Context: an optimization exercise on an open-source flow, tuned for small area and a short achievable clock period. The choices shown serve that exercise and are no tape-out recipe.
Function was checked by simulation only, so behaviour that the tests miss may differ from the original.

--- design.v ---
module Unsigned_Array_Multiplier_32_Bit (
    input         Enable_In,
    input  [31:0] Data_A_In,
    input  [31:0] Data_B_In,
    output [63:0] Multiplied_Result_Out
);
wire [63:0] Sub_Products [31:0];
wire [63:0] Addition_0 [15:0];
wire [63:0] Addition_1 [7:0];
wire [63:0] Addition_2 [3:0];
wire [63:0] Addition_3 [1:0];
wire [63:0] Addition_4;
assign Sub_Products[0]  = Data_B_In[0]  ? (Data_A_In)       : 64'b0;
assign Sub_Products[1]  = Data_B_In[1]  ? (Data_A_In << 1)  : 64'b0;
assign Sub_Products[2]  = Data_B_In[2]  ? (Data_A_In << 2)  : 64'b0;
assign Sub_Products[3]  = Data_B_In[3]  ? (Data_A_In << 3)  : 64'b0;
assign Sub_Products[4]  = Data_B_In[4]  ? (Data_A_In << 4)  : 64'b0;
assign Sub_Products[5]  = Data_B_In[5]  ? (Data_A_In << 5)  : 64'b0;
assign Sub_Products[6]  = Data_B_In[6]  ? (Data_A_In << 6)  : 64'b0;
assign Sub_Products[7]  = Data_B_In[7]  ? (Data_A_In << 7)  : 64'b0;
assign Sub_Products[8]  = Data_B_In[8]  ? (Data_A_In << 8)  : 64'b0;
assign Sub_Products[9]  = Data_B_In[9]  ? (Data_A_In << 9)  : 64'b0;
assign Sub_Products[10] = Data_B_In[10] ? (Data_A_In << 10) : 64'b0;
assign Sub_Products[11] = Data_B_In[11] ? (Data_A_In << 11) : 64'b0;
assign Sub_Products[12] = Data_B_In[12] ? (Data_A_In << 12) : 64'b0;
assign Sub_Products[13] = Data_B_In[13] ? (Data_A_In << 13) : 64'b0;
assign Sub_Products[14] = Data_B_In[14] ? (Data_A_In << 14) : 64'b0;
assign Sub_Products[15] = Data_B_In[15] ? (Data_A_In << 15) : 64'b0;
assign Sub_Products[16] = Data_B_In[16] ? (Data_A_In << 16) : 64'b0;
assign Sub_Products[17] = Data_B_In[17] ? (Data_A_In << 17) : 64'b0;
assign Sub_Products[18] = Data_B_In[18] ? (Data_A_In << 18) : 64'b0;
assign Sub_Products[19] = Data_B_In[19] ? (Data_A_In << 19) : 64'b0;
assign Sub_Products[20] = Data_B_In[20] ? (Data_A_In << 20) : 64'b0;
assign Sub_Products[21] = Data_B_In[21] ? (Data_A_In << 21) : 64'b0;
assign Sub_Products[22] = Data_B_In[22] ? (Data_A_In << 22) : 64'b0;
assign Sub_Products[23] = Data_B_In[23] ? (Data_A_In << 23) : 64'b0;
assign Sub_Products[24] = Data_B_In[24] ? (Data_A_In << 24) : 64'b0;
assign Sub_Products[25] = Data_B_In[25] ? (Data_A_In << 25) : 64'b0;
assign Sub_Products[26] = Data_B_In[26] ? (Data_A_In << 26) : 64'b0;
assign Sub_Products[27] = Data_B_In[27] ? (Data_A_In << 27) : 64'b0;
assign Sub_Products[28] = Data_B_In[28] ? (Data_A_In << 28) : 64'b0;
assign Sub_Products[29] = Data_B_In[29] ? (Data_A_In << 29) : 64'b0;
assign Sub_Products[30] = Data_B_In[30] ? (Data_A_In << 30) : 64'b0;
assign Sub_Products[31] = Data_B_In[31] ? (Data_A_In << 31) : 64'b0;
assign Addition_0[0]  = Sub_Products[0]  + Sub_Products[1];
assign Addition_0[1]  = Sub_Products[2]  + Sub_Products[3];
assign Addition_0[2]  = Sub_Products[4]  + Sub_Products[5];
assign Addition_0[3]  = Sub_Products[6]  + Sub_Products[7];
assign Addition_0[4]  = Sub_Products[8]  + Sub_Products[9];
assign Addition_0[5]  = Sub_Products[10] + Sub_Products[11];
assign Addition_0[6]  = Sub_Products[12] + Sub_Products[13];
assign Addition_0[7]  = Sub_Products[14] + Sub_Products[15];
assign Addition_0[8]  = Sub_Products[16] + Sub_Products[17];
assign Addition_0[9]  = Sub_Products[18] + Sub_Products[19];
assign Addition_0[10] = Sub_Products[20] + Sub_Products[21];
assign Addition_0[11] = Sub_Products[22] + Sub_Products[23];
assign Addition_0[12] = Sub_Products[24] + Sub_Products[25];
assign Addition_0[13] = Sub_Products[26] + Sub_Products[27];
assign Addition_0[14] = Sub_Products[28] + Sub_Products[29];
assign Addition_0[15] = Sub_Products[30] + Sub_Products[31];
assign Addition_1[0] = Addition_0[0]  + Addition_0[1];
assign Addition_1[1] = Addition_0[2]  + Addition_0[3];
assign Addition_1[2] = Addition_0[4]  + Addition_0[5];
assign Addition_1[3] = Addition_0[6]  + Addition_0[7];
assign Addition_1[4] = Addition_0[8]  + Addition_0[9];
assign Addition_1[5] = Addition_0[10] + Addition_0[11];
assign Addition_1[6] = Addition_0[12] + Addition_0[13];
assign Addition_1[7] = Addition_0[14] + Addition_0[15];
assign Addition_2[0] = Addition_1[0] + Addition_1[1];
assign Addition_2[1] = Addition_1[2] + Addition_1[3];
assign Addition_2[2] = Addition_1[4] + Addition_1[5];
assign Addition_2[3] = Addition_1[6] + Addition_1[7];
assign Addition_3[0] = Addition_2[0] + Addition_2[1];
assign Addition_3[1] = Addition_2[2] + Addition_2[3];
assign Addition_4 = Addition_3[0] + Addition_3[1];
assign Multiplied_Result_Out = Enable_In ? Addition_4 : 64'b0;
endmodule
module Unsigned_Array_Multiplier_32_Bit_Top (
    input         Clock_In,
    input         Enable_In,
    input  [31:0] Data_A_In,
    input  [31:0] Data_B_In,
    output [63:0] Multiplied_Result_Out
);
reg        Enable_Reg;
reg [31:0] Data_A_Reg;
reg [31:0] Data_B_Reg;
reg [63:0] Result_Reg;
wire [63:0] Product;
always @ (posedge Clock_In)
    begin
        Enable_Reg <= Enable_In;
        Data_A_Reg <= Data_A_In;
        Data_B_Reg <= Data_B_In;
        Result_Reg <= Product;
    end
Unsigned_Array_Multiplier_32_Bit Unsigned_Array_Multiplier_32_Bit_Inst (
    .Enable_In             (Enable_Reg),
    .Data_A_In             (Data_A_Reg),
    .Data_B_In             (Data_B_Reg),
    .Multiplied_Result_Out (Product)
);
assign Multiplied_Result_Out = Result_Reg;
endmodule
--- run.sh ---
#!/bin/bash
# synth_recipe.tcl (not shown) runs the flow's synth.tcl, then flattens the netlist and writes it again
# the make line also repeats each setting of config.mk as NAME=value (left out here)
make -C /OpenROAD-flow-scripts/flow DESIGN_CONFIG=/design/flow/config.mk WORK_HOME=/design/flow/orfs CLKGATE_MAP_FILE= SYNTH_SCRIPT=/design/flow/synth_recipe.tcl finish
--- config.mk ---
export PLATFORM = sky130hd
export DESIGN_NAME = Unsigned_Array_Multiplier_32_Bit_Top
export DESIGN_NICKNAME = Unsigned_Array_Multiplier_32_Bit_Top
export VERILOG_FILES = /design/flow/design.v
export SDC_FILE = /design/flow/constraint.sdc
export NUM_CORES = 4
export LEC_CHECK = 0
export CAP_MARGIN = 20
export CORE_MARGIN = 2
export CORE_UTILIZATION = 60
export SLEW_MARGIN = 20
--- constraint.sdc ---
create_clock -name core_clock -period 12.0 [get_ports {Clock_In}]
set_input_delay 2.4000 -clock core_clock [delete_from_list [all_inputs] [get_ports {Clock_In}]]
set_output_delay 2.4000 -clock core_clock [all_outputs]
set_load 0.01 [all_outputs]
==> summary.txt <==
## state kept, by name, indices dropped and copies added (netlist names)
signal      flops
Enable_Reg      1
Data_B_Reg     32
Data_A_Reg     32
Result_Reg     64
## metrics by stage
stage	hold slack [ns]
floorplan	0.492
global placement	0.661
global route	0.717
CTS	0.676
finish	0.680
detailed placement	0.668
## critical path: stages, from the launching register on
cell and delay (ns):
dfxtp_1 0.90, buf_4 0.38, nand2_1 0.12, fa_1 0.55, inv_1 0.05, fa_1 0.53
inv_1 0.05, fa_1 0.48, fa_1 0.61, fa_1 0.47, fa_1 0.51, inv_1 0.06
fa_1 0.50, ha_1 0.30, ha_1 0.37, a21o_1 0.21, o21bai_1 0.17, a211oi_1 0.32
o211ai_1 0.16, a31oi_2 0.41, o31ai_4 0.14, a311oi_1 0.34, xor2_1 0.18, nor2_1 0.05
## kinds of logic after synthesis
family | Yosys count | synth area share, %
simple gates | 1240 | 16.0
fa+ha+maj | 1159 | 60.4
buf+inv | 1066 | 11.4
compound gates | 187 | 3.54
flops | 129 | 7.34
xor+xnor | 47 | 1.17
mux | 5 | 0.142
## worst paths after layout
| kind | endpoint | start | depth (start not counted) |
|---|---|---|---|
| min | Result_Reg[63] | Enable_Reg | 2 |
| max | Result_Reg[54] | Data_A_Reg[20] | 23 |
| min reg2reg | Result_Reg[63] | Enable_Reg | 2 |
| max reg2reg | Result_Reg[54] | Data_A_Reg[20] | 23 |
## cell type report
class | instances | share of cell area, %
multi-input cells | 2638 | 75.8
inverters | 855 | 8.50
flip-flops and latches | 129 | 6.84
repair buffers | 194 | 4.71
well taps | 765 | 2.54
clock buffers | 18 | 1.16
clock inverters | 14 | 0.437
diodes | 2 | 0.0133
## placed cells by master, fill, tap and decap left out, drive strengths merged, types with 2 or more instances in the layout
cell / synthesis / layout
a211oi: 5 / 5
a21boi: 6 / 6
a21o: 23 / 23
a21oi: 65 / 65
a311oi: 2 / 2
a31oi: 10 / 10
and2: 326 / 326
and3: 9 / 9
buf: 5 / 65
bufinv: 0 / 2
clkbuf: 206 / 18
clkdlybuf4s50: 0 / 129
clkinvlp: 0 / 3
dfxtp: 129 / 129
diode: 0 / 2
fa: 902 / 902
ha: 257 / 257
inv: 855 / 863
mux2i: 5 / 5
nand2: 769 / 769
nand2b: 6 / 6
nand3: 17 / 17
nand4: 14 / 14
nor2: 77 / 77
nor2b: 2 / 2
nor3: 9 / 9
nor4: 3 / 3
o211ai: 7 / 7
o21a: 7 / 7
o21ai: 29 / 29
o21bai: 12 / 12
o31ai: 9 / 9
or3: 3 / 3
xnor2: 24 / 24
xor2: 23 / 23
## synth_stat cells, drive strengths merged, types with 14 or more instances
library cell,n
a21o,23
a21oi,65
and2,326
clkbuf,206
dfxtp,129
fa,902
ha,257
inv,855
nand2,769
nand3,17
nand4,14
nor2,77
o21ai,29
xnor2,24
xor2,23
## layer usage
metal | wire [µm] | global-route usage [%] | vias to the layer above
met5 | 13 | 0 | -
met4 | 6800 | 21.6 | 2
met3 | 5530 | 5.01 | 309
met2 | 50300 | 60.4 | 934
met1 | 35400 | 39.7 | 13520
li1 | - | - | 11073
==> results.sh <==
export IMPL_io_buffers=129
export IMPL_antenna_found_initial=1
export IMPL_clock_latency_ns=0.51
export IMPL_wire_per_inst_um=21.2
export IMPL_yosysTopAreaCellShare_pct=51.3
export IMPL_clkSinkCount=129
export IMPL_cts_buffers=17
export IMPL_cp_arrival_ns=8.38
export IMPL_ys_warn_count=2
export IMPL_core_area_um2=57800
export IMPL_criticalPathCategory="reg -> reg"
export IMPL_cts_root_buf="clkbuf_16"
export IMPL_place_area_um2=37100
export IMPL_grt_pass1_wl_mm=157
export IMPL_finalInstanceArea_um2=37800
export IMPL_clock_path_buffers=2
export IMPL_cts_clk_slew_worst_paths_ns=0.09
export IMPL_worst_slew_pin_transition_ns=0.865
export IMPL_synthCells=3833
export IMPL_synth_edf_count=0
export IMPL_grt_max_degree=47
export IMPL_grt_setup_unrepaired="no"
export IMPL_max_clock_freq_mhz=124
export IMPL_rows=88
export IMPL_clock_skew_ns=0.0261
export IMPL_dp_slack_ns=4.10
export IMPL_gp_congestion=0.948
export IMPL_finalSetupViolCount=0
export IMPL_final_setup_tns_ns=0
export IMPL_synthToLayoutAreaGrowth_pct=7.25
export IMPL_utilization_pct=65.3
export IMPL_cp_end_kind="flip-flop"
export IMPL_grt_overflow_total=0
export IMPL_fillers=4862
export IMPL_remaining_drc_errors=0
export IMPL_ys_flop_type="dfxtp_1"
export IMPL_layout_nets=5060
export IMPL_finalCritPeriodShare_pct=66.9
export IMPL_io_pins=130
export IMPL_drt_total_wl_mm=98.1
export IMPL_die_area_um2=60600
export IMPL_htree_levels=4
export IMPL_cts_resized=0
export IMPL_grt_pass1_vias=29077
export IMPL_syn_nets=5058
export IMPL_dp_cells=4581
export IMPL_yosysSeqAreaShare_pct=7.34
export IMPL_seq_area_um2=2580
export IMPL_synth_area_leaders="fa_1, ha_1, inv_1"
export IMPL_ys_ff_latch=129
export IMPL_multi_input_area_um2=28600
export IMPL_syn_area_um2=35200
export IMPL_ys_async_sr_fraction_pct=0
export IMPL_holdBufCountCts=0
export IMPL_initial_core_util_pct=60.9
export IMPL_final_cells=4615
export IMPL_synth_top_cell_by_area="fa_1"
export IMPL_maxCapViolations=0
export IMPL_rrSetupSlack_ns=3.97
export IMPL_setup_ws_ns=3.97
export IMPL_finalMaxSlewViolations=0
export IMPL_hold_class="reg -> reg"
export IMPL_gr_usage_all_layers_pct=34.5
export IMPL_die_h_um=246
export IMPL_drtPass1Iterations=6
export IMPL_syn_area_per_cell_um2=9.18
export IMPL_ant_nets=0
export IMPL_outcome="complete, no violations"
export IMPL_worstSetupStartpointType="flip-flop"
export IMPL_hold_viol=0
export IMPL_dr_total_vias=25838
export IMPL_viasPerCell=5.60
export IMPL_drt_iter0_drc=1389
export IMPL_drive_gt1_share_pct=2.96
export IMPL_synth_cell_type_count=58
export IMPL_die_w_um=246
export IMPL_cts_tree="yes"
export IMPL_slew_headroom_pct=42.3
export IMPL_min_period_ns=8.03
export IMPL_hpwl_mm=75.7
export IMPL_required_ns=12.35
export IMPL_critPathMaxFanout=18
export IMPL_post_cts_setup_buffers=0

-- port drivers added, routing unchanged --
Ports are ideal in the flow. The routed layout listed here was re-timed in OpenROAD.
Step 1 sets driving cells, clkbuf_16 on the clock port and buf_2 on the other inputs (assumed; they add their load-dependent delay and slew).
Step 2 moves the port delays by t, midway between the first and last clock arrival at a register: inputs arrive t later, outputs are due t later. That takes back most of the time a late clock gives input paths.
Slacks: ideal ports / drivers / drivers and shift; pairs: ideal ports / drivers.
shift t [ns]: 0.560
slack for setup (ns): 3.967 / 3.967 / 3.967
worst hold slack (ns): 0.680 / 0.680 / 0.680
slew at the worst register clock pin (ns): 0.09 / 0.09
pins driven straight from the clock port: 1
After both steps setup and hold are still met in this run. For this run, drivers alone change the setup slack by 0.000 ns; drivers and shift together by 0.000 ns.
